Source: an optimization exercise on an open RTL-to-GDS flow (aim: small area and a short achievable clock period). Production flows keep margins and buffers that such runs may drop. The RTL was checked by simulation tests, not by an equivalence proof against the original design. Power and IR drop assume default switching activity.

--- flow/run.sh ---
#!/bin/bash
# synth_recipe.tcl (not shown) runs the flow's synth.tcl, then flattens the netlist and writes it again
# the make line also repeats each setting of config.mk as NAME=value (left out here)
make -C /OpenROAD-flow-scripts/flow DESIGN_CONFIG=/design/flow/config.mk WORK_HOME=/design/flow/orfs CLKGATE_MAP_FILE= SYNTH_SCRIPT=/design/flow/synth_recipe.tcl finish
--- flow/config.mk ---
export PLATFORM = sky130hd
export DESIGN_NAME = fifo
export DESIGN_NICKNAME = fifo
export VERILOG_FILES = /design/flow/design.v
export SDC_FILE = /design/flow/constraint.sdc
export NUM_CORES = 4
export LEC_CHECK = 0
export CAP_MARGIN = 20
export CORE_MARGIN = 2
export CORE_UTILIZATION = 42
export CTS_CLUSTER_DIAMETER = 80
export CTS_CLUSTER_SIZE = 20
export PLACE_DENSITY = 0.5
export SETUP_SLACK_MARGIN = 2.0
export SLEW_MARGIN = 20
--- flow/constraint.sdc ---
create_clock -name core_clock -period 4.5 [get_ports {clk_i}]
set_input_delay 0.9000 -clock core_clock [delete_from_list [all_inputs] [get_ports {clk_i}]]
set_output_delay 0.9000 -clock core_clock [all_outputs]
set_load 0.01 [all_outputs]
--- flow/design.v ---
module mem #(
  parameter int DWIDTH = 32,
  parameter int AWIDTH = 7
)(
  input  logic                         clk_i,
  input  logic [DWIDTH-1:0]            data_i,
  input  logic [AWIDTH-1:0]            wr_addr_i,
  input  logic                         wr_ena_i,
  output logic [2**AWIDTH*DWIDTH-1:0]  words_o
);
  localparam int DEPTH = 2 ** AWIDTH;
  logic [DEPTH-1:0] wr_dec;
  always_comb
    for( int i = 0; i < DEPTH; i++ )
      wr_dec[i] = ( wr_addr_i == AWIDTH'(i) );
  for( genvar i = 0; i < DEPTH; i++ )
    begin : g_word
      always_ff @( posedge clk_i )
        if( wr_ena_i && wr_dec[i] )
          words_o[i*DWIDTH +: DWIDTH] <= data_i;
    end
endmodule
module fifo #(
  parameter int DWIDTH = 32,
  parameter int AWIDTH = 7,
  parameter bit SHOWAHEAD = 1,
  parameter int ALMOST_FULL_VALUE  = 2 ** AWIDTH - 3,
  parameter int ALMOST_EMPTY_VALUE = 3,
  parameter bit REGISTER_OUTPUT = 0
)(
  input  logic              clk_i,
  input  logic              srst_i,
  input  logic [DWIDTH-1:0] data_i,
  input  logic              wrreq_i,
  input  logic              rdreq_i,
  output logic [DWIDTH-1:0] q_o,
  output logic              empty_o,
  output logic              full_o,
  output logic [AWIDTH-1:0] usedw_o,
  output logic              almost_full_o,
  output logic              almost_empty_o
);
  localparam int PTR_W = AWIDTH + 1;
  localparam int DEPTH = 2 ** AWIDTH;
  localparam int ROWS  = DEPTH / 4;
  localparam int RW    = AWIDTH - 2;
  logic [PTR_W-1:0]        wr_idx;
  logic [PTR_W-1:0]        rd_idx;
  logic                    hold_last_q;
  logic [DEPTH*DWIDTH-1:0] words;
  mem #(
    .DWIDTH    ( DWIDTH             ),
    .AWIDTH    ( AWIDTH             )
  ) mem (
    .clk_i     ( clk_i              ),
    .data_i    ( data_i             ),
    .wr_addr_i ( wr_idx[AWIDTH-1:0] ),
    .wr_ena_i  ( wrreq_i            ),
    .words_o   ( words              )
  );
  logic              n_empty;      
  logic              n_full;       
  logic [AWIDTH-1:0] n_usedw;      
  logic              usedw_one;    
  logic [AWIDTH-1:0] usedw;
  assign usedw = ~n_usedw;
  logic wr_acc, rd_acc;
  assign wr_acc = wrreq_i && n_full;
  assign rd_acc = rdreq_i && n_empty;
  logic [PTR_W-1:0] wr_idx_inc, rd_idx_inc, ptr_diff;
  assign wr_idx_inc = wr_idx + PTR_W'(1);
  assign rd_idx_inc = rd_idx + PTR_W'(1);
  assign ptr_diff   = wr_idx - rd_idx;
  logic empty_same, empty_inc;
  logic full_same, full_wr, full_rd;
  assign empty_same = ( rd_idx     == wr_idx );
  assign empty_inc  = ( rd_idx_inc == wr_idx );
  assign full_same  = ( ptr_diff == PTR_W'(DEPTH)     );
  assign full_wr    = ( ptr_diff == PTR_W'(DEPTH - 1) );
  assign full_rd    = ( ptr_diff == PTR_W'(DEPTH + 1) );
  logic empty_o_next, full_o_next;
  assign empty_o_next = rd_acc ? empty_inc : empty_same;
  always_comb
    case( { wr_acc, rd_acc } )
      2'b10:   full_o_next = full_wr;
      2'b01:   full_o_next = full_rd;
      default: full_o_next = full_same;
    endcase
  logic [AWIDTH-1:0] usedw_inc, usedw_dec;
  assign usedw_inc = usedw + AWIDTH'(1);
  assign usedw_dec = usedw - AWIDTH'(1);
  logic af_inc, af_dec, af_same;
  logic ae_inc, ae_dec, ae_same;
  assign af_inc  = ( usedw_inc >= ALMOST_FULL_VALUE  );
  assign af_dec  = ( usedw_dec >= ALMOST_FULL_VALUE  );
  assign af_same = ( usedw     >= ALMOST_FULL_VALUE  );
  assign ae_inc  = ( usedw_inc <  ALMOST_EMPTY_VALUE );
  assign ae_dec  = ( usedw_dec <  ALMOST_EMPTY_VALUE );
  assign ae_same = ( usedw     <  ALMOST_EMPTY_VALUE );
  logic af_cnt, ae_cnt;
  always_comb
    case( { wrreq_i, rdreq_i } )
      2'b10:   begin af_cnt = af_inc;  ae_cnt = ae_inc;  end
      2'b01:   begin af_cnt = af_dec;  ae_cnt = ae_dec;  end
      default: begin af_cnt = af_same; ae_cnt = ae_same; end
    endcase
  logic [AWIDTH-1:0] usedw_next;
  always_comb
    if( srst_i )
      usedw_next = '0;
    else
      case( { wrreq_i, rdreq_i } )
        2'b10:   usedw_next = n_full  ? usedw_inc : usedw;
        2'b01:   usedw_next = n_empty ? usedw_dec : usedw;
        default: usedw_next = usedw;
      endcase
  always_ff @( posedge clk_i )
    if( srst_i )
      wr_idx <= '0;
    else if( wr_acc )
      wr_idx <= wr_idx_inc;
  always_ff @( posedge clk_i )
    if( srst_i )
      rd_idx <= '0;
    else if( rd_acc )
      rd_idx <= rd_idx_inc;
  always_ff @( posedge clk_i )
    begin
      usedw_o   <= usedw_next;
      n_usedw   <= ~usedw_next;
      usedw_one <= ( usedw_next == AWIDTH'(1) );
    end
  always_ff @( posedge clk_i )
    if( srst_i )
      hold_last_q <= 1'b0;
    else if( usedw_one && rdreq_i && !wrreq_i )
      hold_last_q <= 1'b1;
    else if( wrreq_i )
      hold_last_q <= 1'b0;
  always_ff @( posedge clk_i )
    begin
      almost_full_o  <= af_cnt || full_o_next;
      almost_empty_o <= ae_cnt && !full_o_next;
      full_o         <= full_o_next;
      empty_o        <= empty_o_next;
      n_full         <= !full_o_next;
      n_empty        <= !empty_o_next;
    end
  logic [PTR_W-1:0] rd_idx_next;
  assign rd_idx_next = srst_i ? PTR_W'(0) :
                       rd_acc ? rd_idx_inc : rd_idx;
  logic [AWIDTH-1:0] rd_nx, rd_nx_inc, rd_nx_dec;
  assign rd_nx     = rd_idx_next[AWIDTH-1:0];
  assign rd_nx_inc = rd_nx + AWIDTH'(1);
  assign rd_nx_dec = rd_nx - AWIDTH'(1);
  logic [ROWS-1:0] row_oh_q, row_inc_q, row_dec_q;
  logic [3:0]      lo_oh_q;    
  always_ff @( posedge clk_i )
    begin
      for( int i = 0; i < ROWS; i++ )
        begin
          row_oh_q[i]  <= ( rd_nx[AWIDTH-1:2]     == RW'(i) );
          row_inc_q[i] <= ( rd_nx_inc[AWIDTH-1:2] == RW'(i) );
          row_dec_q[i] <= ( rd_nx_dec[AWIDTH-1:2] == RW'(i) );
        end
      for( int b = 0; b < 4; b++ )
        lo_oh_q[b] <= ( rd_nx[1:0] == 2'(b) );
    end
  logic [ROWS-1:0] row_sel [4];
  assign row_sel[0] = row_inc_q;
  assign row_sel[1] = row_oh_q;
  assign row_sel[2] = row_oh_q;
  assign row_sel[3] = row_dec_q;
  logic [DWIDTH-1:0] bank_q [4];
  always_comb
    for( int b = 0; b < 4; b++ )
      begin
        bank_q[b] = '0;
        for( int i = 0; i < ROWS; i++ )
          bank_q[b] = bank_q[b] | ( words[(4*i+b)*DWIDTH +: DWIDTH] & {DWIDTH{row_sel[b][i]}} );
      end
  logic [3:0] lo_same, lo_inc, lo_dec;
  assign lo_same = lo_oh_q;
  assign lo_inc  = { lo_oh_q[2:0], lo_oh_q[3] };
  assign lo_dec  = { lo_oh_q[0],   lo_oh_q[3:1] };
  logic [3:0] bank_sel_rd, bank_sel_nord, bank_sel;
  assign bank_sel_nord = hold_last_q ? lo_dec : lo_same;
  assign bank_sel_rd   = usedw_one   ? lo_same :
                         hold_last_q ? lo_dec  :
                         n_empty     ? lo_inc  :
                                       lo_same;
  assign bank_sel = rdreq_i ? bank_sel_rd : bank_sel_nord;
  logic [DWIDTH-1:0] q_next;
  always_comb
    begin
      q_next = '0;
      for( int b = 0; b < 4; b++ )
        q_next = q_next | ( bank_q[b] & {DWIDTH{bank_sel[b]}} );
    end
  always_ff @( posedge clk_i )
    q_o <= q_next;
endmodule
==> run_results.csv <==
group,metric,value,unit
timing,hold-worst-slack,0.273,ns
floorplanning,die_h,605,µm
pwr,peakVddDrop,0.332,mV
timing,hold_violations,0,
timing,timing.final.ws_setup,1.94,ns
floorplanning,io_pins,79,
status,status,"finished clean",
setup_path,crit_required,5.13,ns
clock_tree,cts_tree,"yes",
pwr,p_switching,16.6,mW
timing,slew_viol_final,0,
yosys,synthCells,8154,
timing,fmax,391,MHz
pwr,combPwrFrac,6.2,%
global_route,antenna_found_initial,47,
yosys,synth_most_common_cell,"edfxtp_1",
final_layout,syn_to_final_growth,13.7,%
final_layout,drive_gt1_share,16.1,%
route,drt-pass1-iter-count,7,
route,vias,92598,
timing,rsz0062_at_grt,"true",
yosys,yosys-top-cells-area,"edfxtp_1, a22oi_1, dfxtp_1, nand4_1, clkbuf_1",
yosys,synth_commonest_cells,"edfxtp_1, a22oi_1, nand4_1",
clock_tree,cts_htree_levels,4,
yosys,synth_top_area_share,81.0,%
setup_path,crit_type,"flop to flop",
global_route,grt_pass1_vias,87327,
timing,maxSlewHeadroom,22.9,%
pwr,power_frac_seq,61.9,%
placement,dpl.cell_count,13008,
setup_path,start_kind,"flop",
clock_tree,cts-root-buf,"clkbuf_16",
worst_hold_path,hold_class,"primary input to flop",
clock_tree,worstSkewPairLatency,0.98,ns
yosys,synth_cell_types,73,
setup_path,path_max_fanout,24,
floorplanning,core,359000,µm²
yosys,synth-simple-area-share,3.95,%
floorplanning,dieArea,366000,µm²
yosys,syn_area,152000,µm²
yosys,synthArstFlopShare,0,%
clock_tree,clk_pin_slew,0.09,ns
placement,gp_congestion,0.865,
yosys,synthesis.nets,8211,
timing,fin_tns_setup,0,ns
pwr,p_clk_share,31.9,%
global_route,track_usage,32.5,%
route,vias_per_cell,6.85,
timing,finalSetupViolCount,0,
flow_run,drv_cap,0,
final_layout,nNetsFinal,8665,
yosys,ys_seq_area_share,83.2,%
timing,fin_crit_sh,56.8,%
yosys,yosysTopAreaCell,"edfxtp_1",
final_layout,fillers,30087,
floorplanning,die_width,605,µm
clock_tree,clockBufferDepth,4,
pwr,leakage,51.3,nW
final_layout,fin_cells,13520,
yosys,synth_compound_gate_area_share,11.1,%
route,routed_wirelength,610,mm
global_route,grt_pass1_wl,800,mm
yosys,synth_mux_area_share,0.0766,%
yosys,synth_edf_count,4096,
setup_path,endpoint_kind,"flop",
yosys,synth_fa_ha_area_share,0.178,%
pwr,power_per_cell_area,416,nW/µm²
clock_tree,cts-buffers-inserted,240,
yosys,syn_avg_cell_area,18.6,µm²
yosys,yosysWarnings,4,
route,remaining_drc_errors,0,
yosys,synth_top_family_by_area,"compound AO/OA/AOI/OAI gates",
placement,dp_hpwl,317,mm
floorplanning,rows,220,
placement,io_buffers,78,
route,ant_nets,0,
setup_path,arrival,3.19,ns
global_route,grt_max_degree,115,
yosys,ys_seq_elements,4266,
timing,skew,0.0583,ns
pwr,sw_frac_of_total,23.2,%
global_route,grt_overflow,0,
timing,fin_crit,2.56,ns
clock_tree,clock_sinks,4266,
pwr,p_int,55.1,mW
yosys,synth_ff_type,"edfxtp_1",
clock_tree,cts-hold-fix-buffers,0,
placement,dp_slack,0.276,ns
yosys,synthXorXnorAreaFrac,0.190,%
route,drt_iter0_drc,15502,
floorplanning,start_util,42.2,%
timing,worstMarginPinSlew,1.16,ns
route,post_drt_wl_per_cell,45.2,µm
[placed cells by master, fill, tap and decap left out, types with 15 or more instances in the layout]
cell type	count
nand4_1	523
buf_6	46
dfxtp_1	22
a22oi_1	2050
buf_4	453
nand2_1	36
o22a_1	34
xnor2_1	20
nor4_4	21
nand3_1	23
nor2_1	126
buf_12	142
a21oi_1	15
edfxtp_1	4096
clkbuf_16	244
buf_2	33
diode_2	24
dfxtp_4	93
nor4_2	55
o221ai_1	38
nor2_4	124
nor3_1	24
clkbuf_1	91
nor4_1	58
dfxtp_2	55
inv_1	32
[stage by stage]
| stage | cell area, µm² | total power [mW] | util, % |
|---|---|---|---|
| 2_1_floorplan | 153000 | 46.4 | - |
| 6_report | 173000 | 71.7 | 48.0 |
| 3_3_place_gp | 163000 | 49.5 | 45.5 |
| 5_1_grt | 173000 | 73.3 | 48.0 |
| 4_1_cts | 172000 | 71.8 | 47.8 |
| 3_5_place_dp | 163000 | 49.5 | 45.5 |
[critical path: stages (launching register included)]
cell and delay, ns:
dfxtp_4 0.39, nor2b_2 0.47, buf_4 0.27, nand3_4 0.21, nor2_4 0.49, buf_12 0.33
[worst paths after layout]
| kind | start | to | slack, ns | cells after the start |
|---|---|---|---|---|
| hold / removal | data_i[4] | mem.words_o[644] | 0.27 | 1 |
| hold reg to reg | rd_idx[7] | rd_idx[7] | 0.54 | 2 |
| setup reg to reg | wr_idx[2] | mem.words_o[3305] | 1.94 | 5 |
| setup / recovery | wr_idx[2] | mem.words_o[3305] | 1.94 | 5 |
[power by group through the flow]
stage,registers [mW],logic (mW),clock network (mW)
after floorplan,44.8,1.55,0
after global placement,45.2,4.24,0
after detailed placement,45.2,4.30,0
after CTS,44.4,4.31,23.1
after global routing,44.3,4.59,24.3
final,44.4,4.44,22.9
[final cells by class]
| cell class | instances | area (µm²) | share of cell area (%) |
|---|---|---|---|
| multi-input cells | 3367 | 25600 | 14.9 |
| clock inverters | 23 | 274 | 0.159 |
| repair buffers | 696 | 7270 | 4.21 |
| inverters | 37 | 158 | 0.0913 |
| clock buffers | 334 | 6420 | 3.72 |
| well taps | 4773 | 5970 | 3.46 |
| flip-flops and latches | 4266 | 127000 | 73.5 |
| diodes | 24 | 60.1 | 0.0348 |
[routing by layer]
layer	GRT usage [%]	share of wire, %	wire length, µm	up-vias
li1	-	-	-	35269
met1	44.1	38	234000	50114
met2	52.2	46	284000	6060
met3	5.93	10	62400	1131
met4	12.8	5.0	30600	24
met5	0	0.033	204	-
[kinds of logic after synthesis]
| logic type | after synthesis |
|---|---|
| AO/OA/AOI/OAI | 2225 |
| adder cells (fa/ha/maj) | 21 |
| AND/OR/NAND/NOR | 1078 |
| flip-flops | 4266 |
| XOR/XNOR | 33 |
| multiplexers | 10 |
| buffers and inverters | 521 |
[registers in the layout, indices dropped and copies added, names as in the netlist, 8 cells and up]
register	count
wr_idx	8
row_dec_q	32
q_o	32
mem.words_o	4096
rd_idx	8
row_inc_q	32
row_oh_q	32
[what timing repair did]
item	in CTS	in global routing
cloned	0	1
pin swaps	31	14
setup buffers	87	42
resized for setup	361	46
setup endpoints to repair	3331	596

## what the ideal ports hide
The flow's constraints put no driver on any port. The routed layout listed below was extracted and timed again, unchanged, in two steps.
Step 1 sets driving cells, clkbuf_16 on the clock port and buf_2 on the other inputs (assumed; they add their load-dependent delay and slew).
Step 2, shift: input delay + t, output delay - t, t = (earliest + latest rising clock arrival at the registers) / 2. This alone moves slack from input paths to output paths.
Slacks: ideal ports / drivers / drivers and shift; pairs: ideal ports / drivers.
t (ns): 1.062
setup slack, ns: 1.945 / 1.912 / 1.114
worst hold slack (ns): 0.273 / 0.245 / 0.536
latest minus earliest clock arrival (ns): 0.068 / 0.067
After both steps setup and hold are still met in this run. The setup slack of this run moves by -0.033 ns with the drivers and by -0.831 ns with both steps.
